From an optimization exercise on the open Yosys and OpenROAD flow, aimed at small area, a short achievable clock period and few clock cycles per item; shortcuts taken in it are not production practice. Only the layout flow was run in this run; the RTL was not checked for function there.

==> design/flow/design.v <==
module geofence ( clk,reset,X,Y,valid,is_inside);
  input clk;
  input reset;
  input [9:0] X;
  input [9:0] Y;
  output reg valid;
  output reg is_inside;
  reg  [4:0]  cnt;
  reg  [9:0]  px, py;                   
  reg  [9:0]  rx, ry;                   
  reg  [10:0] v0x, v0y;                 
  reg  [10:0] max_, may, mbx, mby, mcx, mcy;   
  reg  [10:0] uax, uay, ubx, uby;       
  reg  [10:0] vqx, vqy;                 
  reg  [10:0] ax, ay, bx, by;           
  reg         has_a, has_b, hit;
  reg         g3, g4, g5, gop;          
  reg         ok_ab, ok_5, fast, mode_b;
  wire [4:0] lcnt = (mode_b && cnt >= 5'd7) ? cnt + 5'd1 : cnt;
  wire [4:0] rcnt = (mode_b && cnt >= 5'd8) ? cnt + 5'd1 : cnt;
  wire [10:0] dx1 = {1'b0, rx} - {1'b0, px};
  wire [10:0] dy1 = {1'b0, ry} - {1'b0, py};
  wire [9:0]  dx2 = px - rx;
  wire [9:0]  dy2 = py - ry;
  wire [10:0] vx = {dx1[10], dx1[10] ? dx2 : dx1[9:0]};
  wire [10:0] vy = {dy1[10], dy1[10] ? dy2 : dy1[9:0]};
  wire neg;
  xsm u (.clk(clk), .ax(uax), .ay(uay), .bx(ubx), .by(uby), .neg(neg));
  wire r_init = (rcnt == 5'd5);         
  wire r_two  = (rcnt == 5'd6);         
  wire skip2  = r_two & (neg != has_b);    
  wire r_cmp  = (rcnt == 5'd8) | (rcnt == 5'd10) | (rcnt == 5'd12);
  wire repl = r_cmp & (neg | (gop ? ~has_b : ~has_a));    
  wire set_a = (r_init & ~neg) | (repl & ~gop) | (skip2 & ~neg);
  wire set_b = (r_init & neg) | (repl & gop) | (skip2 & neg);
  wire [10:0] nvx = r_two ? max_ : vqx;    
  wire [10:0] nvy = r_two ? may : vqy;
  reg  [10:0] ua1x, ua1y, ua0x, ua0y, ub1x, ub1y, ub0x, ub0y, vq_ex, vq_ey;
  reg         ta, tb, late, esel, gop_e;
  always @(*) begin
    ua1x = vx; ua1y = vy; ub1x = v0x; ub1y = v0y;
    ua0x = vx; ua0y = vy; ub0x = v0x; ub0y = v0y;
    vq_ex = vqx; vq_ey = vqy; ta = 1'b0; tb = 1'b0; late = 1'b0; esel = 1'b0; gop_e = gop;
    case (lcnt)
      5'd3:  begin vq_ex = vx; vq_ey = vy; end                           
      5'd6:  begin late = 1'b1;                                          
                   if (has_b) begin ua1x = max_; ua1y = may; ub1x = bx; ub1y = by; end    
                   else begin ua0x = ax; ua0y = ay; ub0x = max_; ub0y = may; end          
                   vq_ex = max_; vq_ey = may; end                        
      5'd7:  begin ua0x = mcx; ua0y = mcy; end                           
      5'd8:  begin late = mode_b; esel = g3;                             
                   ua1x = mbx; ua1y = mby; ub1x = bx; ub1y = by;
                   ua0x = ax; ua0y = ay; ub0x = mbx; ub0y = mby;
                   ta = ~g3 & ~gop; tb = g3 & gop;
                   vq_ex = mbx; vq_ey = mby; end
      5'd9:  begin ua0x = max_; ua0y = may; end                          
      5'd10: begin esel = g4;                                            
                   ua1x = mcx; ua1y = mcy; ub1x = bx; ub1y = by;
                   ua0x = ax; ua0y = ay; ub0x = mcx; ub0y = mcy;
                   ta = ~g4 & ~gop; tb = g4 & gop;
                   vq_ex = mcx; vq_ey = mcy; gop_e = g4; end
      5'd11: begin late = 1'b1;                                          
                   ua1x = max_; ua1y = may; ub1x = ax; ub1y = ay;        
                   ua0x = bx; ua0y = by; ub0x = max_; ub0y = may; end    
      5'd12: begin ua0x = bx; ua0y = by; ub0x = ax; ub0y = ay;           
                   ta = gop; tb = ~gop; end
      5'd13: begin esel = g5;                                            
                   ua1x = max_; ua1y = may; ub1x = ax; ub1y = ay;
                   ua0x = bx; ua0y = by; ub0x = max_; ub0y = may; end
      default: ;
    endcase
  end
  wire sel = late ? neg : esel;
  wire take_a = repl & ta;
  wire take_b = repl & tb;
  wire [10:0] uax_n = take_a ? vqx : (sel ? ua1x : ua0x);
  wire [10:0] uay_n = take_a ? vqy : (sel ? ua1y : ua0y);
  wire [10:0] ubx_n = take_b ? vqx : (sel ? ub1x : ub0x);
  wire [10:0] uby_n = take_b ? vqy : (sel ? ub1y : ub0y);
  wire gop_n = (lcnt == 5'd6) ? neg : (lcnt == 5'd8) ? sel : gop_e;
  wire has_o = g5 ? has_a : has_b;
  wire res = has_o & (hit | (fast ? (ok_5 | (has_a & has_b & ~neg)) : (ok_ab | ~neg)));
  wire fin = fast ? (rcnt == 5'd14) : (rcnt == 5'd15);
  always @(posedge clk or posedge reset) begin
    if (reset) begin
      cnt <= 5'd0;
    end else begin
      cnt <= valid ? 5'd0 : cnt + 5'd1;
    end
  end
  always @(posedge clk) begin
    valid <= fin;
    is_inside <= res;
    rx <= X; ry <= Y;
    if (cnt == 5'd0) begin px <= X; py <= Y; end
    if (cnt == 5'd2) begin v0x <= vx; v0y <= vy; end
    if (cnt == 5'd4 || cnt == 5'd7) begin max_ <= vx; may <= vy; end    
    if (cnt == 5'd5) begin mbx <= vx; mby <= vy; end                    
    if (cnt == 5'd6) begin mcx <= vx; mcy <= vy; end                    
    uax <= uax_n; uay <= uay_n; ubx <= ubx_n; uby <= uby_n;
    vqx <= vq_ex; vqy <= vq_ey;
    gop <= gop_n;
    if (set_a) begin ax <= nvx; ay <= nvy; end
    if (set_b) begin bx <= nvx; by <= nvy; end
    if (r_init) begin has_a <= ~neg; has_b <= neg; end
    else if (skip2) begin has_a <= 1'b1; has_b <= 1'b1; end
    else if (repl) begin if (gop) has_b <= 1'b1; else has_a <= 1'b1; end
    if (r_two) mode_b <= (neg != has_b);
    if (rcnt == 5'd7) g3 <= neg;
    if (rcnt == 5'd9) g4 <= neg;
    if (rcnt == 5'd11) begin g5 <= neg; fast <= (neg == g4); end
    if (rcnt == 5'd13) ok_5 <= ~neg;
    if (rcnt == 5'd14) ok_ab <= has_a & has_b & ~neg;
    if (cnt == 5'd2) hit <= 1'b0;
    else if (cnt >= 5'd3 && cnt <= 5'd7 && rx == px && ry == py) hit <= 1'b1;
  end
endmodule
module xsm (input clk, input [10:0] ax, input [10:0] ay, input [10:0] bx, input [10:0] by, output neg);
  reg q585;
  reg q584;
  reg q583;
  reg q582;
  reg q581;
  reg q580;
  reg q579;
  reg q578;
  reg q577;
  reg q576;
  reg q575;
  reg q574;
  reg q573;
  reg q572;
  reg q571;
  reg q570;
  reg q569;
  reg q568;
  reg q567;
  reg q566;
  reg q565;
  reg q564;
  reg q563;
  reg q562;
  reg q561;
  reg q560;
  reg q559;
  reg q558;
  reg q557;
  reg q556;
  reg q555;
  reg q554;
  reg q553;
  reg q552;
  reg q551;
  reg q550;
  reg q549;
  reg q548;
  reg q547;
  reg q546;
  reg q545;
  reg q544;
  reg q543;
  reg q542;
  reg q541;
  reg q540;
  reg q539;
  reg q538;
  reg q537;
  reg q536;
  reg q535;
  reg q534;
  reg q533;
  reg q532;
  reg q531;
  reg q530;
  reg q529;
  wire p1 = ax[0] & by[0];
  wire p2 = ax[0] & by[1];
  wire p3 = ax[0] & by[2];
  wire p4 = ax[0] & by[3];
  wire p5 = ax[0] & by[4];
  wire p6 = ax[0] & by[5];
  wire p7 = ax[0] & by[6];
  wire p8 = ax[0] & by[7];
  wire p9 = ax[0] & by[8];
  wire p10 = ax[0] & by[9];
  wire p11 = ax[1] & by[0];
  wire p12 = ax[1] & by[1];
  wire p13 = ax[1] & by[2];
  wire p14 = ax[1] & by[3];
  wire p15 = ax[1] & by[4];
  wire p16 = ax[1] & by[5];
  wire p17 = ax[1] & by[6];
  wire p18 = ax[1] & by[7];
  wire p19 = ax[1] & by[8];
  wire p20 = ax[1] & by[9];
  wire p21 = ax[2] & by[0];
  wire p22 = ax[2] & by[1];
  wire p23 = ax[2] & by[2];
  wire p24 = ax[2] & by[3];
  wire p25 = ax[2] & by[4];
  wire p26 = ax[2] & by[5];
  wire p27 = ax[2] & by[6];
  wire p28 = ax[2] & by[7];
  wire p29 = ax[2] & by[8];
  wire p30 = ax[2] & by[9];
  wire p31 = ax[3] & by[0];
  wire p32 = ax[3] & by[1];
  wire p33 = ax[3] & by[2];
  wire p34 = ax[3] & by[3];
  wire p35 = ax[3] & by[4];
  wire p36 = ax[3] & by[5];
  wire p37 = ax[3] & by[6];
  wire p38 = ax[3] & by[7];
  wire p39 = ax[3] & by[8];
  wire p40 = ax[3] & by[9];
  wire p41 = ax[4] & by[0];
  wire p42 = ax[4] & by[1];
  wire p43 = ax[4] & by[2];
  wire p44 = ax[4] & by[3];
  wire p45 = ax[4] & by[4];
  wire p46 = ax[4] & by[5];
  wire p47 = ax[4] & by[6];
  wire p48 = ax[4] & by[7];
  wire p49 = ax[4] & by[8];
  wire p50 = ax[4] & by[9];
  wire p51 = ax[5] & by[0];
  wire p52 = ax[5] & by[1];
  wire p53 = ax[5] & by[2];
  wire p54 = ax[5] & by[3];
  wire p55 = ax[5] & by[4];
  wire p56 = ax[5] & by[5];
  wire p57 = ax[5] & by[6];
  wire p58 = ax[5] & by[7];
  wire p59 = ax[5] & by[8];
  wire p60 = ax[5] & by[9];
  wire p61 = ax[6] & by[0];
  wire p62 = ax[6] & by[1];
  wire p63 = ax[6] & by[2];
  wire p64 = ax[6] & by[3];
  wire p65 = ax[6] & by[4];
  wire p66 = ax[6] & by[5];
  wire p67 = ax[6] & by[6];
  wire p68 = ax[6] & by[7];
  wire p69 = ax[6] & by[8];
  wire p70 = ax[6] & by[9];
  wire p71 = ax[7] & by[0];
  wire p72 = ax[7] & by[1];
  wire p73 = ax[7] & by[2];
  wire p74 = ax[7] & by[3];
  wire p75 = ax[7] & by[4];
  wire p76 = ax[7] & by[5];
  wire p77 = ax[7] & by[6];
  wire p78 = ax[7] & by[7];
  wire p79 = ax[7] & by[8];
  wire p80 = ax[7] & by[9];
  wire p81 = ax[8] & by[0];
  wire p82 = ax[8] & by[1];
  wire p83 = ax[8] & by[2];
  wire p84 = ax[8] & by[3];
  wire p85 = ax[8] & by[4];
  wire p86 = ax[8] & by[5];
  wire p87 = ax[8] & by[6];
  wire p88 = ax[8] & by[7];
  wire p89 = ax[8] & by[8];
  wire p90 = ax[8] & by[9];
  wire p91 = ax[9] & by[0];
  wire p92 = ax[9] & by[1];
  wire p93 = ax[9] & by[2];
  wire p94 = ax[9] & by[3];
  wire p95 = ax[9] & by[4];
  wire p96 = ax[9] & by[5];
  wire p97 = ax[9] & by[6];
  wire p98 = ax[9] & by[7];
  wire p99 = ax[9] & by[8];
  wire p100 = ax[9] & by[9];
  wire p101 = ~(ay[0] & bx[0]);
  wire p102 = ~(ay[0] & bx[1]);
  wire p103 = ~(ay[0] & bx[2]);
  wire p104 = ~(ay[0] & bx[3]);
  wire p105 = ~(ay[0] & bx[4]);
  wire p106 = ~(ay[0] & bx[5]);
  wire p107 = ~(ay[0] & bx[6]);
  wire p108 = ~(ay[0] & bx[7]);
  wire p109 = ~(ay[0] & bx[8]);
  wire p110 = ~(ay[0] & bx[9]);
  wire p111 = ~(ay[1] & bx[0]);
  wire p112 = ~(ay[1] & bx[1]);
  wire p113 = ~(ay[1] & bx[2]);
  wire p114 = ~(ay[1] & bx[3]);
  wire p115 = ~(ay[1] & bx[4]);
  wire p116 = ~(ay[1] & bx[5]);
  wire p117 = ~(ay[1] & bx[6]);
  wire p118 = ~(ay[1] & bx[7]);
  wire p119 = ~(ay[1] & bx[8]);
  wire p120 = ~(ay[1] & bx[9]);
  wire p121 = ~(ay[2] & bx[0]);
  wire p122 = ~(ay[2] & bx[1]);
  wire p123 = ~(ay[2] & bx[2]);
  wire p124 = ~(ay[2] & bx[3]);
  wire p125 = ~(ay[2] & bx[4]);
  wire p126 = ~(ay[2] & bx[5]);
  wire p127 = ~(ay[2] & bx[6]);
  wire p128 = ~(ay[2] & bx[7]);
  wire p129 = ~(ay[2] & bx[8]);
  wire p130 = ~(ay[2] & bx[9]);
  wire p131 = ~(ay[3] & bx[0]);
  wire p132 = ~(ay[3] & bx[1]);
  wire p133 = ~(ay[3] & bx[2]);
  wire p134 = ~(ay[3] & bx[3]);
  wire p135 = ~(ay[3] & bx[4]);
  wire p136 = ~(ay[3] & bx[5]);
  wire p137 = ~(ay[3] & bx[6]);
  wire p138 = ~(ay[3] & bx[7]);
  wire p139 = ~(ay[3] & bx[8]);
  wire p140 = ~(ay[3] & bx[9]);
  wire p141 = ~(ay[4] & bx[0]);
  wire p142 = ~(ay[4] & bx[1]);
  wire p143 = ~(ay[4] & bx[2]);
  wire p144 = ~(ay[4] & bx[3]);
  wire p145 = ~(ay[4] & bx[4]);
  wire p146 = ~(ay[4] & bx[5]);
  wire p147 = ~(ay[4] & bx[6]);
  wire p148 = ~(ay[4] & bx[7]);
  wire p149 = ~(ay[4] & bx[8]);
  wire p150 = ~(ay[4] & bx[9]);
  wire p151 = ~(ay[5] & bx[0]);
  wire p152 = ~(ay[5] & bx[1]);
  wire p153 = ~(ay[5] & bx[2]);
  wire p154 = ~(ay[5] & bx[3]);
  wire p155 = ~(ay[5] & bx[4]);
  wire p156 = ~(ay[5] & bx[5]);
  wire p157 = ~(ay[5] & bx[6]);
  wire p158 = ~(ay[5] & bx[7]);
  wire p159 = ~(ay[5] & bx[8]);
  wire p160 = ~(ay[5] & bx[9]);
  wire p161 = ~(ay[6] & bx[0]);
  wire p162 = ~(ay[6] & bx[1]);
  wire p163 = ~(ay[6] & bx[2]);
  wire p164 = ~(ay[6] & bx[3]);
  wire p165 = ~(ay[6] & bx[4]);
  wire p166 = ~(ay[6] & bx[5]);
  wire p167 = ~(ay[6] & bx[6]);
  wire p168 = ~(ay[6] & bx[7]);
  wire p169 = ~(ay[6] & bx[8]);
  wire p170 = ~(ay[6] & bx[9]);
  wire p171 = ~(ay[7] & bx[0]);
  wire p172 = ~(ay[7] & bx[1]);
  wire p173 = ~(ay[7] & bx[2]);
  wire p174 = ~(ay[7] & bx[3]);
  wire p175 = ~(ay[7] & bx[4]);
  wire p176 = ~(ay[7] & bx[5]);
  wire p177 = ~(ay[7] & bx[6]);
  wire p178 = ~(ay[7] & bx[7]);
  wire p179 = ~(ay[7] & bx[8]);
  wire p180 = ~(ay[7] & bx[9]);
  wire p181 = ~(ay[8] & bx[0]);
  wire p182 = ~(ay[8] & bx[1]);
  wire p183 = ~(ay[8] & bx[2]);
  wire p184 = ~(ay[8] & bx[3]);
  wire p185 = ~(ay[8] & bx[4]);
  wire p186 = ~(ay[8] & bx[5]);
  wire p187 = ~(ay[8] & bx[6]);
  wire p188 = ~(ay[8] & bx[7]);
  wire p189 = ~(ay[8] & bx[8]);
  wire p190 = ~(ay[8] & bx[9]);
  wire p191 = ~(ay[9] & bx[0]);
  wire p192 = ~(ay[9] & bx[1]);
  wire p193 = ~(ay[9] & bx[2]);
  wire p194 = ~(ay[9] & bx[3]);
  wire p195 = ~(ay[9] & bx[4]);
  wire p196 = ~(ay[9] & bx[5]);
  wire p197 = ~(ay[9] & bx[6]);
  wire p198 = ~(ay[9] & bx[7]);
  wire p199 = ~(ay[9] & bx[8]);
  wire p200 = ~(ay[9] & bx[9]);
  wire ks0 = ~(ax[10] ^ by[10]);
  wire s201, c202;
  fa1 us201 (.a(p10), .b(p19), .ci(p28), .s(s201), .co(c202));
  wire s203 = p20 ^ p29;
  wire c204 = p20 & p29;
  wire s205, c206;
  fa1 us205 (.a(p7), .b(p16), .ci(p25), .s(s205), .co(c206));
  wire s207, c208;
  fa1 us207 (.a(p8), .b(p17), .ci(p26), .s(s207), .co(c208));
  wire s209, c210;
  fa1 us209 (.a(p35), .b(p44), .ci(p53), .s(s209), .co(c210));
  wire s211 = p62 ^ p71;
  wire c212 = p62 & p71;
  wire s213, c214;
  fa1 us213 (.a(p9), .b(p18), .ci(p27), .s(s213), .co(c214));
  wire s215, c216;
  fa1 us215 (.a(p36), .b(p45), .ci(p54), .s(s215), .co(c216));
  wire s217, c218;
  fa1 us217 (.a(p63), .b(p72), .ci(p81), .s(s217), .co(c218));
  wire s219, c220;
  fa1 us219 (.a(p109), .b(p118), .ci(p127), .s(s219), .co(c220));
  wire s221 = p136 ^ p145;
  wire c222 = p136 & p145;
  wire s223, c224;
  fa1 us223 (.a(p37), .b(p46), .ci(p55), .s(s223), .co(c224));
  wire s225, c226;
  fa1 us225 (.a(p64), .b(p73), .ci(p82), .s(s225), .co(c226));
  wire s227, c228;
  fa1 us227 (.a(p91), .b(p110), .ci(p119), .s(s227), .co(c228));
  wire s229, c230;
  fa1 us229 (.a(p128), .b(p137), .ci(p146), .s(s229), .co(c230));
  wire s231, c232;
  fa1 us231 (.a(p155), .b(p164), .ci(p173), .s(s231), .co(c232));
  wire s233 = p182 ^ p191;
  wire c234 = p182 & p191;
  wire s235, c236;
  fa1 us235 (.a(p38), .b(p47), .ci(p56), .s(s235), .co(c236));
  wire s237, c238;
  fa1 us237 (.a(p65), .b(p74), .ci(p83), .s(s237), .co(c238));
  wire s239, c240;
  fa1 us239 (.a(p92), .b(p120), .ci(p129), .s(s239), .co(c240));
  wire s241, c242;
  fa1 us241 (.a(p138), .b(p147), .ci(p156), .s(s241), .co(c242));
  wire s243, c244;
  fa1 us243 (.a(p165), .b(p174), .ci(p183), .s(s243), .co(c244));
  wire s245, c246;
  fa1 us245 (.a(p192), .b(1'b1), .ci(c202), .s(s245), .co(c246));
  wire s247, c248;
  fa1 us247 (.a(p30), .b(p39), .ci(p48), .s(s247), .co(c248));
  wire s249, c250;
  fa1 us249 (.a(p57), .b(p66), .ci(p75), .s(s249), .co(c250));
  wire s251, c252;
  fa1 us251 (.a(p84), .b(p93), .ci(p130), .s(s251), .co(c252));
  wire s253, c254;
  fa1 us253 (.a(p139), .b(p148), .ci(p157), .s(s253), .co(c254));
  wire s255, c256;
  fa1 us255 (.a(p166), .b(p175), .ci(p184), .s(s255), .co(c256));
  wire s257, c258;
  fa1 us257 (.a(p40), .b(p49), .ci(p58), .s(s257), .co(c258));
  wire s259, c260;
  fa1 us259 (.a(p67), .b(p76), .ci(p85), .s(s259), .co(c260));
  wire s261, c262;
  fa1 us261 (.a(p94), .b(p140), .ci(p149), .s(s261), .co(c262));
  wire s263, c264;
  fa1 us263 (.a(p50), .b(p59), .ci(p68), .s(s263), .co(c264));
  wire s265, c266;
  fa1 us265 (.a(p5), .b(p14), .ci(p23), .s(s265), .co(c266));
  wire s267, c268;
  fa1 us267 (.a(p6), .b(p15), .ci(p24), .s(s267), .co(c268));
  wire s269, c270;
  fa1 us269 (.a(p33), .b(p42), .ci(p51), .s(s269), .co(c270));
  wire s271 = p106 ^ p115;
  wire c272 = p106 & p115;
  wire s273, c274;
  fa1 us273 (.a(p34), .b(p43), .ci(p52), .s(s273), .co(c274));
  wire s275, c276;
  fa1 us275 (.a(p61), .b(p107), .ci(p116), .s(s275), .co(c276));
  wire s277, c278;
  fa1 us277 (.a(p125), .b(p134), .ci(p143), .s(s277), .co(c278));
  wire s279 = p152 ^ p161;
  wire c280 = p152 & p161;
  wire s281, c282;
  fa1 us281 (.a(p108), .b(p117), .ci(p126), .s(s281), .co(c282));
  wire s283, c284;
  fa1 us283 (.a(p135), .b(p144), .ci(p153), .s(s283), .co(c284));
  wire s285, c286;
  fa1 us285 (.a(p162), .b(p171), .ci(1'b1), .s(s285), .co(c286));
  wire s287, c288;
  fa1 us287 (.a(c206), .b(s207), .ci(s209), .s(s287), .co(c288));
  wire s289, c290;
  fa1 us289 (.a(p154), .b(p163), .ci(p172), .s(s289), .co(c290));
  wire s291, c292;
  fa1 us291 (.a(p181), .b(1'b1), .ci(c208), .s(s291), .co(c292));
  wire s293, c294;
  fa1 us293 (.a(c210), .b(c212), .ci(s213), .s(s293), .co(c294));
  wire s295, c296;
  fa1 us295 (.a(s215), .b(s217), .ci(s219), .s(s295), .co(c296));
  wire s297, c298;
  fa1 us297 (.a(1'b1), .b(c214), .ci(c216), .s(s297), .co(c298));
  wire s299, c300;
  fa1 us299 (.a(c218), .b(c220), .ci(c222), .s(s299), .co(c300));
  wire s301, c302;
  fa1 us301 (.a(s223), .b(s225), .ci(s227), .s(s301), .co(c302));
  wire s303, c304;
  fa1 us303 (.a(s229), .b(s231), .ci(s233), .s(s303), .co(c304));
  wire s305, c306;
  fa1 us305 (.a(c224), .b(c226), .ci(c228), .s(s305), .co(c306));
  wire s307, c308;
  fa1 us307 (.a(c230), .b(c232), .ci(c234), .s(s307), .co(c308));
  wire s309, c310;
  fa1 us309 (.a(s235), .b(s237), .ci(s239), .s(s309), .co(c310));
  wire s311, c312;
  fa1 us311 (.a(s241), .b(s243), .ci(s203), .s(s311), .co(c312));
  wire s313, c314;
  fa1 us313 (.a(p193), .b(c236), .ci(c238), .s(s313), .co(c314));
  wire s315, c316;
  fa1 us315 (.a(c240), .b(c242), .ci(c244), .s(s315), .co(c316));
  wire s317, c318;
  fa1 us317 (.a(s247), .b(s249), .ci(s251), .s(s317), .co(c318));
  wire s319, c320;
  fa1 us319 (.a(s253), .b(s255), .ci(c204), .s(s319), .co(c320));
  wire s321, c322;
  fa1 us321 (.a(p158), .b(p167), .ci(p176), .s(s321), .co(c322));
  wire s323, c324;
  fa1 us323 (.a(p185), .b(p194), .ci(c248), .s(s323), .co(c324));
  wire s325, c326;
  fa1 us325 (.a(c250), .b(c252), .ci(c254), .s(s325), .co(c326));
  wire s327, c328;
  fa1 us327 (.a(c256), .b(s257), .ci(s259), .s(s327), .co(c328));
  wire s329, c330;
  fa1 us329 (.a(p77), .b(p86), .ci(p95), .s(s329), .co(c330));
  wire s331, c332;
  fa1 us331 (.a(p150), .b(p159), .ci(p168), .s(s331), .co(c332));
  wire s333, c334;
  fa1 us333 (.a(p177), .b(p186), .ci(p195), .s(s333), .co(c334));
  wire s335, c336;
  fa1 us335 (.a(c258), .b(c260), .ci(c262), .s(s335), .co(c336));
  wire s337, c338;
  fa1 us337 (.a(p60), .b(p69), .ci(p78), .s(s337), .co(c338));
  wire s339, c340;
  fa1 us339 (.a(p87), .b(p96), .ci(p160), .s(s339), .co(c340));
  wire s341, c342;
  fa1 us341 (.a(p169), .b(p178), .ci(p187), .s(s341), .co(c342));
  wire s343, c344;
  fa1 us343 (.a(p70), .b(p79), .ci(p88), .s(s343), .co(c344));
  wire s345 = p3 ^ p12;
  wire c346 = p3 & p12;
  wire s347, c348;
  fa1 us347 (.a(p4), .b(p13), .ci(p22), .s(s347), .co(c348));
  wire s349, c350;
  fa1 us349 (.a(p31), .b(p104), .ci(p113), .s(s349), .co(c350));
  wire s351, c352;
  fa1 us351 (.a(p32), .b(p41), .ci(p105), .s(s351), .co(c352));
  wire s353, c354;
  fa1 us353 (.a(p114), .b(p123), .ci(p132), .s(s353), .co(c354));
  wire s355 = p141 ^ 1'b1;
  wire c356 = p141 & 1'b1;
  wire s357, c358;
  fa1 us357 (.a(p124), .b(p133), .ci(p142), .s(s357), .co(c358));
  wire s359, c360;
  fa1 us359 (.a(p151), .b(1'b1), .ci(c266), .s(s359), .co(c360));
  wire s361, c362;
  fa1 us361 (.a(s267), .b(s269), .ci(s271), .s(s361), .co(c362));
  wire s363, c364;
  fa1 us363 (.a(1'b1), .b(c268), .ci(c270), .s(s363), .co(c364));
  wire s365, c366;
  fa1 us365 (.a(c272), .b(s273), .ci(s275), .s(s365), .co(c366));
  wire s367, c368;
  fa1 us367 (.a(s277), .b(s279), .ci(s205), .s(s367), .co(c368));
  wire s369, c370;
  fa1 us369 (.a(c274), .b(c276), .ci(c278), .s(s369), .co(c370));
  wire s371, c372;
  fa1 us371 (.a(c280), .b(s281), .ci(s283), .s(s371), .co(c372));
  wire s373, c374;
  fa1 us373 (.a(s285), .b(s211), .ci(s287), .s(s373), .co(c374));
  wire s375, c376;
  fa1 us375 (.a(c282), .b(c284), .ci(c286), .s(s375), .co(c376));
  wire s377, c378;
  fa1 us377 (.a(s289), .b(s221), .ci(c288), .s(s377), .co(c378));
  wire s379, c380;
  fa1 us379 (.a(s291), .b(s293), .ci(s295), .s(s379), .co(c380));
  wire s381, c382;
  fa1 us381 (.a(c290), .b(s201), .ci(c292), .s(s381), .co(c382));
  wire s383, c384;
  fa1 us383 (.a(c294), .b(c296), .ci(s297), .s(s383), .co(c384));
  wire s385, c386;
  fa1 us385 (.a(s299), .b(s301), .ci(s303), .s(s385), .co(c386));
  wire s387, c388;
  fa1 us387 (.a(c298), .b(c300), .ci(c302), .s(s387), .co(c388));
  wire s389, c390;
  fa1 us389 (.a(c304), .b(s305), .ci(s307), .s(s389), .co(c390));
  wire s391, c392;
  fa1 us391 (.a(s309), .b(s311), .ci(s245), .s(s391), .co(c392));
  wire s393, c394;
  fa1 us393 (.a(c306), .b(c308), .ci(c310), .s(s393), .co(c394));
  wire s395, c396;
  fa1 us395 (.a(c312), .b(s313), .ci(s315), .s(s395), .co(c396));
  wire s397, c398;
  fa1 us397 (.a(s317), .b(s319), .ci(c246), .s(s397), .co(c398));
  wire s399, c400;
  fa1 us399 (.a(s321), .b(s261), .ci(c314), .s(s399), .co(c400));
  wire s401, c402;
  fa1 us401 (.a(c316), .b(c318), .ci(c320), .s(s401), .co(c402));
  wire s403, c404;
  fa1 us403 (.a(s323), .b(s325), .ci(s327), .s(s403), .co(c404));
  wire s405, c406;
  fa1 us405 (.a(c322), .b(s329), .ci(s331), .s(s405), .co(c406));
  wire s407, c408;
  fa1 us407 (.a(s333), .b(s263), .ci(c324), .s(s407), .co(c408));
  wire s409, c410;
  fa1 us409 (.a(c326), .b(c328), .ci(s335), .s(s409), .co(c410));
  wire s411, c412;
  fa1 us411 (.a(p196), .b(c330), .ci(c332), .s(s411), .co(c412));
  wire s413, c414;
  fa1 us413 (.a(c334), .b(s337), .ci(s339), .s(s413), .co(c414));
  wire s415, c416;
  fa1 us415 (.a(s341), .b(c264), .ci(c336), .s(s415), .co(c416));
  wire s417, c418;
  fa1 us417 (.a(p97), .b(p170), .ci(p179), .s(s417), .co(c418));
  wire s419, c420;
  fa1 us419 (.a(p188), .b(p197), .ci(c338), .s(s419), .co(c420));
  wire s421, c422;
  fa1 us421 (.a(c340), .b(c342), .ci(s343), .s(s421), .co(c422));
  wire s423, c424;
  fa1 us423 (.a(p80), .b(p89), .ci(p98), .s(s423), .co(c424));
  wire s425, c426;
  fa1 us425 (.a(p180), .b(p189), .ci(p198), .s(s425), .co(c426));
  wire s427 = p2 ^ p11;
  wire c428 = p2 & p11;
  wire s429, c430;
  fa1 us429 (.a(p21), .b(p103), .ci(p112), .s(s429), .co(c430));
  wire s431 = p121 ^ 1'b1;
  wire c432 = p121 & 1'b1;
  wire s433, c434;
  fa1 us433 (.a(p122), .b(p131), .ci(1'b1), .s(s433), .co(c434));
  wire s435, c436;
  fa1 us435 (.a(c346), .b(s347), .ci(s349), .s(s435), .co(c436));
  wire s437, c438;
  fa1 us437 (.a(c348), .b(c350), .ci(s351), .s(s437), .co(c438));
  wire s439, c440;
  fa1 us439 (.a(s353), .b(s355), .ci(s265), .s(s439), .co(c440));
  wire s441, c442;
  fa1 us441 (.a(c352), .b(c354), .ci(c356), .s(s441), .co(c442));
  wire s443, c444;
  fa1 us443 (.a(s357), .b(s359), .ci(s361), .s(s443), .co(c444));
  wire s445, c446;
  fa1 us445 (.a(c358), .b(c360), .ci(c362), .s(s445), .co(c446));
  wire s447, c448;
  fa1 us447 (.a(s363), .b(s365), .ci(s367), .s(s447), .co(c448));
  wire s449, c450;
  fa1 us449 (.a(c364), .b(c366), .ci(c368), .s(s449), .co(c450));
  wire s451, c452;
  fa1 us451 (.a(s369), .b(s371), .ci(s373), .s(s451), .co(c452));
  wire s453, c454;
  fa1 us453 (.a(c370), .b(c372), .ci(s375), .s(s453), .co(c454));
  wire s455, c456;
  fa1 us455 (.a(c374), .b(s377), .ci(s379), .s(s455), .co(c456));
  wire s457, c458;
  fa1 us457 (.a(c376), .b(c378), .ci(c380), .s(s457), .co(c458));
  wire s459, c460;
  fa1 us459 (.a(s381), .b(s383), .ci(s385), .s(s459), .co(c460));
  wire s461, c462;
  fa1 us461 (.a(c382), .b(c384), .ci(c386), .s(s461), .co(c462));
  wire s463, c464;
  fa1 us463 (.a(s387), .b(s389), .ci(s391), .s(s463), .co(c464));
  wire s465, c466;
  fa1 us465 (.a(c388), .b(c390), .ci(c392), .s(s465), .co(c466));
  wire s467, c468;
  fa1 us467 (.a(s393), .b(s395), .ci(s397), .s(s467), .co(c468));
  wire s469, c470;
  fa1 us469 (.a(c394), .b(c396), .ci(c398), .s(s469), .co(c470));
  wire s471, c472;
  fa1 us471 (.a(s399), .b(s401), .ci(s403), .s(s471), .co(c472));
  wire s473, c474;
  fa1 us473 (.a(s405), .b(c400), .ci(c402), .s(s473), .co(c474));
  wire s475, c476;
  fa1 us475 (.a(c404), .b(s407), .ci(s409), .s(s475), .co(c476));
  wire s477, c478;
  fa1 us477 (.a(c406), .b(s411), .ci(s413), .s(s477), .co(c478));
  wire s479, c480;
  fa1 us479 (.a(c408), .b(c410), .ci(s415), .s(s479), .co(c480));
  wire s481, c482;
  fa1 us481 (.a(s417), .b(c412), .ci(c414), .s(s481), .co(c482));
  wire s483, c484;
  fa1 us483 (.a(s419), .b(s421), .ci(c416), .s(s483), .co(c484));
  wire s485, c486;
  fa1 us485 (.a(c418), .b(s423), .ci(s425), .s(s485), .co(c486));
  wire s487, c488;
  fa1 us487 (.a(c344), .b(c420), .ci(c422), .s(s487), .co(c488));
  wire s489, c490;
  fa1 us489 (.a(p90), .b(p99), .ci(p190), .s(s489), .co(c490));
  wire s491, c492;
  fa1 us491 (.a(p199), .b(c424), .ci(c426), .s(s491), .co(c492));
  wire s493 = p102 ^ p111;
  wire c494 = p102 & p111;
  wire s495, c496;
  fa1 us495 (.a(c428), .b(s429), .ci(s431), .s(s495), .co(c496));
  wire s497, c498;
  fa1 us497 (.a(c430), .b(c432), .ci(s433), .s(s497), .co(c498));
  wire s499, c500;
  fa1 us499 (.a(c434), .b(c436), .ci(s437), .s(s499), .co(c500));
  wire s501, c502;
  fa1 us501 (.a(c438), .b(c440), .ci(s441), .s(s501), .co(c502));
  wire s503, c504;
  fa1 us503 (.a(c442), .b(c444), .ci(s445), .s(s503), .co(c504));
  wire s505, c506;
  fa1 us505 (.a(c446), .b(c448), .ci(s449), .s(s505), .co(c506));
  wire s507, c508;
  fa1 us507 (.a(c450), .b(s453), .ci(c452), .s(s507), .co(c508));
  wire s509, c510;
  fa1 us509 (.a(c454), .b(c456), .ci(s457), .s(s509), .co(c510));
  wire s511, c512;
  fa1 us511 (.a(c458), .b(c460), .ci(s461), .s(s511), .co(c512));
  wire s513, c514;
  fa1 us513 (.a(c462), .b(c464), .ci(s465), .s(s513), .co(c514));
  wire s515, c516;
  fa1 us515 (.a(c466), .b(c468), .ci(s469), .s(s515), .co(c516));
  wire s517, c518;
  fa1 us517 (.a(c470), .b(c472), .ci(s473), .s(s517), .co(c518));
  wire s519, c520;
  fa1 us519 (.a(s477), .b(c474), .ci(c476), .s(s519), .co(c520));
  wire s521, c522;
  fa1 us521 (.a(c478), .b(s481), .ci(c480), .s(s521), .co(c522));
  wire s523, c524;
  fa1 us523 (.a(s485), .b(c482), .ci(s487), .s(s523), .co(c524));
  wire s525, c526;
  fa1 us525 (.a(s489), .b(c486), .ci(s491), .s(s525), .co(c526));
  wire s527, c528;
  fa1 us527 (.a(p100), .b(p200), .ci(c490), .s(s527), .co(c528));
  wire s586 = q529 ^ q530;
  wire c587 = q529 & q530;
  wire s588, c589;
  fa1 us588 (.a(q532), .b(1'b1), .ci(q533), .s(s588), .co(c589));
  wire s590, c591;
  fa1 us590 (.a(q534), .b(q535), .ci(q536), .s(s590), .co(c591));
  wire s592, c593;
  fa1 us592 (.a(q537), .b(q538), .ci(q539), .s(s592), .co(c593));
  wire s594, c595;
  fa1 us594 (.a(q540), .b(q541), .ci(q542), .s(s594), .co(c595));
  wire s596, c597;
  fa1 us596 (.a(q543), .b(q544), .ci(q545), .s(s596), .co(c597));
  wire s598, c599;
  fa1 us598 (.a(q546), .b(q547), .ci(q548), .s(s598), .co(c599));
  wire s600, c601;
  fa1 us600 (.a(q549), .b(q550), .ci(q551), .s(s600), .co(c601));
  wire s602, c603;
  fa1 us602 (.a(q552), .b(q553), .ci(q554), .s(s602), .co(c603));
  wire s604, c605;
  fa1 us604 (.a(q555), .b(q556), .ci(q557), .s(s604), .co(c605));
  wire s606, c607;
  fa1 us606 (.a(q558), .b(q559), .ci(q560), .s(s606), .co(c607));
  wire s608, c609;
  fa1 us608 (.a(q561), .b(q562), .ci(q563), .s(s608), .co(c609));
  wire s610, c611;
  fa1 us610 (.a(q564), .b(q565), .ci(q566), .s(s610), .co(c611));
  wire s612, c613;
  fa1 us612 (.a(q567), .b(q568), .ci(q569), .s(s612), .co(c613));
  wire s614, c615;
  fa1 us614 (.a(q570), .b(q571), .ci(q572), .s(s614), .co(c615));
  wire s616, c617;
  fa1 us616 (.a(q573), .b(q574), .ci(q575), .s(s616), .co(c617));
  wire s618, c619;
  fa1 us618 (.a(q576), .b(q577), .ci(q578), .s(s618), .co(c619));
  wire s620, c621;
  fa1 us620 (.a(q579), .b(q580), .ci(q581), .s(s620), .co(c621));
  wire s622, c623;
  fa1 us622 (.a(q582), .b(q583), .ci(q584), .s(s622), .co(c623));
  reg s1r, s2r, z1r, z2r;
  always @(posedge clk) begin
    q529 <= p1;
    q530 <= p101;
    q531 <= ks0;
    q532 <= s493;
    q533 <= s427;
    q534 <= c494;
    q535 <= s495;
    q536 <= s345;
    q537 <= c496;
    q538 <= s497;
    q539 <= s435;
    q540 <= c498;
    q541 <= s499;
    q542 <= s439;
    q543 <= c500;
    q544 <= s501;
    q545 <= s443;
    q546 <= c502;
    q547 <= s503;
    q548 <= s447;
    q549 <= c504;
    q550 <= s505;
    q551 <= s451;
    q552 <= c506;
    q553 <= s507;
    q554 <= s455;
    q555 <= c508;
    q556 <= s509;
    q557 <= s459;
    q558 <= c510;
    q559 <= s511;
    q560 <= s463;
    q561 <= c512;
    q562 <= s513;
    q563 <= s467;
    q564 <= c514;
    q565 <= s515;
    q566 <= s471;
    q567 <= c516;
    q568 <= s517;
    q569 <= s475;
    q570 <= c518;
    q571 <= s519;
    q572 <= s479;
    q573 <= c520;
    q574 <= s521;
    q575 <= s483;
    q576 <= c522;
    q577 <= s523;
    q578 <= c484;
    q579 <= c524;
    q580 <= s525;
    q581 <= c488;
    q582 <= c526;
    q583 <= s527;
    q584 <= c492;
    q585 <= c528;
    s1r <= ax[10] ^ by[10]; s2r <= ~(ay[10] ^ bx[10]);
    z1r <= ~(|ax[9:0]) | ~(|by[9:0]); z2r <= ~(|ay[9:0]) | ~(|bx[9:0]);
  end
  wire [20:0] r0 = {1'b1, c623, c621, c619, c617, c615, c613, c611, c609, c607, c605, c603, c601, c599, c597, c595, c593, c591, c589, c587, s586};
  wire [20:0] r1 = {1'b0, q585, s622, s620, s618, s616, s614, s612, s610, s608, s606, s604, s602, s600, s598, s596, s594, s592, s590, s588, q531};
  wire [20:0] e = r0 + r1;
  wire e_neg = e[20];
  wire s1 = s1r, s2 = s2r, z1 = z1r, z2 = z2r;
  assign neg = (s1 == s2) ? (s1 & ~(z1 & z2)) : (s1 ^ e_neg);
endmodule
module fa1 (input a, input b, input ci, output s, output co);
  assign {co, s} = a + b + ci;
endmodule
==> design/flow/flow/run.sh <==
#!/bin/bash
set -euo pipefail
bash standard.sh SETUP_SLACK_MARGIN=8.5 finish > standard.log 2>&1
==> design/flow/standard.sh <==
#!/bin/bash
# synth_recipe.tcl (not shown) runs the flow's synth.tcl, then flattens the netlist and writes it again
# the make line also repeats each setting of config.mk as NAME=value (left out here)
make -C /OpenROAD-flow-scripts/flow DESIGN_CONFIG=/design/flow/config.mk WORK_HOME=/design/flow/orfs CLKGATE_MAP_FILE= SYNTH_SCRIPT=/design/flow/synth_recipe.tcl "${@:-finish}"
==> design/flow/config.mk <==
export PLATFORM = sky130hd
export DESIGN_NAME = geofence
export DESIGN_NICKNAME = geofence
export VERILOG_FILES = /design/flow/design.v
export SDC_FILE = /design/flow/constraint.sdc
export NUM_CORES = 4
export LEC_CHECK = 0
export CAP_MARGIN = 20
export CORE_MARGIN = 2
export CORE_UTILIZATION = 70
export SLEW_MARGIN = 20
export SYNTH_HIERARCHICAL = 1
export SYNTH_MINIMUM_KEEP_SIZE = 0
==> design/flow/constraint.sdc <==
create_clock -name core_clock -period 12.0 [get_ports {clk}]
set_input_delay 2.4000 -clock core_clock [delete_from_list [all_inputs] [get_ports {clk}]]
set_output_delay 2.4000 -clock core_clock [all_outputs]
set_load 0.01 [all_outputs]
==> run summary <==
## layout make-up
cell class                      count  share of cell area [%]
Clock buffer                       46                   4.207
Sequential cell                   317                   35.77
Timing Repair Buffer              115                   6.251
Inverter                           68                   1.125
Tap cell                          378                   2.055
Antenna cell                        1                 0.01087
Multi-Input combinational cell   1208                   49.47
Clock inverter                     17                   1.109
## per-module statistics from Yosys (local to each module, per instance)
module / cells / times used / flops+latches
geofence: 1147 / 1 / 256
xsm: 383 / 1 / 61
fa1: 1 / 171 / 0
## cell usage after synthesis (12+ instances only)
master / n
a211oi_1: 30
a21o_1: 36
a21oi_1: 64
a221o_1: 25
a221oi_1: 25
a222oi_1: 22
a22o_1: 39
a22oi_1: 19
a311oi_1: 15
and2_1: 109
buf_2: 22
clkbuf_1: 85
dfxtp_1: 128
edfxtp_1: 184
fa_1: 175
ha_1: 71
inv_1: 67
mux2_2: 33
mux2i_1: 14
nand2_1: 220
nand3_1: 33
nand4_1: 12
nor2_1: 47
o21ai_0: 24
o21ai_1: 21
xnor2_1: 19
## worst register-to-register path: stages (launching register included)
cell and delay (ns):
dfxtp_2 0.32, fa_1 0.58, ha_4 0.22, nand4_1 0.16
nor3_4 0.09, a221oi_2 0.28, buf_4 0.17, a31o_1 0.18
o211a_4 0.23, o22ai_4 0.09, a2111oi_4 0.23, buf_4 0.21
buf_12 0.11, buf_12 0.09, o21a_4 0.19, bufbuf_16 0.32
nand2_1 0.18, o21ai_1 0.14
## path summary, 6_finish.rpt
kind,slack [ns],to,cells after the start
min reg2reg,0.52,uax[6]$_DFF_P_,2
max reg2reg,8.15,uax[8]$_DFF_P_,17
min in group asynchronous,2.08,cnt[0]$_DFF_PP0_,2
min,0.52,uax[6]$_DFF_P_,2
max,8.15,uax[8]$_DFF_P_,17
max in group asynchronous,9.72,cnt[4]$_DFF_PP0_,2
## per-stage QoR
stage | utilization (%) | worst slack [ns]
finish | 83.31 | 8.155
global route | 83.30 | 8.029
CTS | 81.74 | 8.370
detailed placement | 72.48 | 6.775
global placement | 72.48 | 7.001
floorplan | - | 8.503
## routing by layer
layer	part of all wire (%)	wire (µm)	GRT usage, %	vias to the layer above
met4	8.3	4994	25.57	0
met5	0	0	0	-
met2	46	27430	63.94	1315
met1	33	19820	47.81	7439
met3	13	7583	9.993	445
li1	-	-	-	6242
## logic make-up after synthesis
group	Yosys count	share of synthesized area (%)
compound gates	396	15.75
buf+inv	186	3.924
xor+xnor	26	1.165
fa+ha+maj	246	22.47
other cells	1	0.01919
flops	317	42.02
mux	50	2.804
simple gates	479	11.86
## timing repair
item,in CTS,in global routing
gates resized for setup,137,53
endpoints found under the setup margin,194,108
hold endpoints to repair,0,0
pin swaps,34,20
cloned,13,3
setup buffers,42,17
==> flow_metrics.tcl <==
set metrics [dict create \
    outcome "timing/DRC/antenna clean" \
    vias_per_cell 7.182 \
    worstMarginPinSlew_ns 1.117 \
    core_um2 27630 \
    crit_start "u.q584$_DFF_P_" \
    max_freq_mhz 260.0 \
    track_usage_pct 39.68 \
    hp-class "reg2reg" \
    cp_slowest_cell "fa_1" \
    synth.distinct_cells 85 \
    fill_cells 1478 \
    syn_inst 1701 \
    setup_viol 0 \
    ys_seq_area_share_pct 42.02 \
    insertion_delay_ns 0.55 \
    max_stage_delay_ns 0.58 \
    grt_pass1_wl_mm 86.75 \
    clock_skew_ns 0.02876 \
    fin_cells 2150 \
    cts_buffers 35 \
    final_common_cell "nand2_1" \
    placed_area_um2 20020 \
    synth-async-reset-ratio_pct 1.577 \
    worstHoldStart "vqx[6]$_DFFE_PP_" \
    routed_wl_mm 59.82 \
    reg2reg_from "u.q584$_DFF_P_" \
    area_delta_synth_final_pct 17.76 \
    crit_fanout 16 \
    fin_crit_sh_pct 32.05 \
    dp_cells 2011 \
    rsz0062_at_grt "true" \
    path_cells "fa_1, ha_4, nand4_1, nor3_4, a221oi_2, buf_4, a31o_1, o211a_4, o22ai_4, a2111oi_4, buf_4, buf_12, buf_12, o21a_4, bufbuf_16, nand2_1, o21ai_1" \
    hpwlAfterDp_mm 34.37 \
    die_area_um2 29280 \
    synthFlopType "edfxtp_1" \
    final_cell_mix "207 x nand2_1, 184 x edfxtp_1, 175 x fa_1" \
    synth_area_um2 19550 \
    die_w_um 171.1 \
    dr.pass1.iters 12 \
    synth-seq-cells 317 \
    hold_viol 0 \
    htree_levels 2 \
    row_count 61 \
    end_kind "flip-flop" \
    grt_pass1_vias 15368 \
    avgSynthCellArea_um2 11.49 \
    maxCapViolCount 0 \
    clock_path_buffers 3 \
    root_buffer "clkbuf_16" \
    synth_area_leaders "edfxtp_1 28%, fa_1 18%, dfxtp_1 13%" \
    postLayoutCellArea_um2 23020 \
    critPathKind "reg2reg" \
    holdWs_ns 0.5226 \
    synth_edf_count 184 \
    io_buffers 23 \
    seq_area_um2 8234 \
    hold_buffers 0 \
    drc 0 \
    start_util_pct 70.75 \
    drt-initial-drc-count 2772 \
    maxSlewHeadroom_pct 25.23 \
    die_h_um 171.1 \
    setup_tns_ns 0 \
    crit_buf_inv 5 \
    multi_input_area_um2 11390 \
    cp.required_ns 12.47 \
    period_needed_ns 3.845 \
    clk_pin_slew_worst_paths_ns 0.06 \
    cp_top_family "compound AO/OA/AOI/OAI gates" \
    clock_sinks 317 \
    finalNetCount 2013 \
    yosysTopAreaCellShare_pct 28.27 \
    yosys_warnings 8 \
    io_pins 24 \
    ant_nets 0 \
    wire_per_inst_um 27.82 \
    cts_tree "built" \
    critPathLaunchType "flip-flop" \
    globalplace.congestion 0.9130 \
    maxSlewViolCount 0 \
    layout-drive-gt1-share_pct 18.07 \
    arrival_ns 4.31 \
    grt_max_degree 46 \
    vias 15441 \
    antenna_found_initial 0 \
    overflow 0 \
    synth_top_area_cell "edfxtp_1" \
]

==> afterwards: timing with drivers on the ports <==
The results above use ideal ports. As a check the final layout listed here was re-extracted and re-timed, cells and wires unchanged. Step 1 assumes that a clkbuf_16 drives the clock port and a buf_2 every other input. Step 2 also shifts input and output timing later by t, the mid clock arrival at the registers, as if the neighbouring blocks saw the same clock. Slacks: no drivers / after step 1 / after step 2; pairs: no drivers / after step 1.
t (ns): 0.585
setup WS [ns]: 8.155 / 8.155 / 8.155
hold WS [ns]: 0.523 / 0.523 / 0.523
After both steps this run still meets setup and hold. For this run, drivers alone change the setup slack by 0.000 ns; drivers and shift together by 0.000 ns.
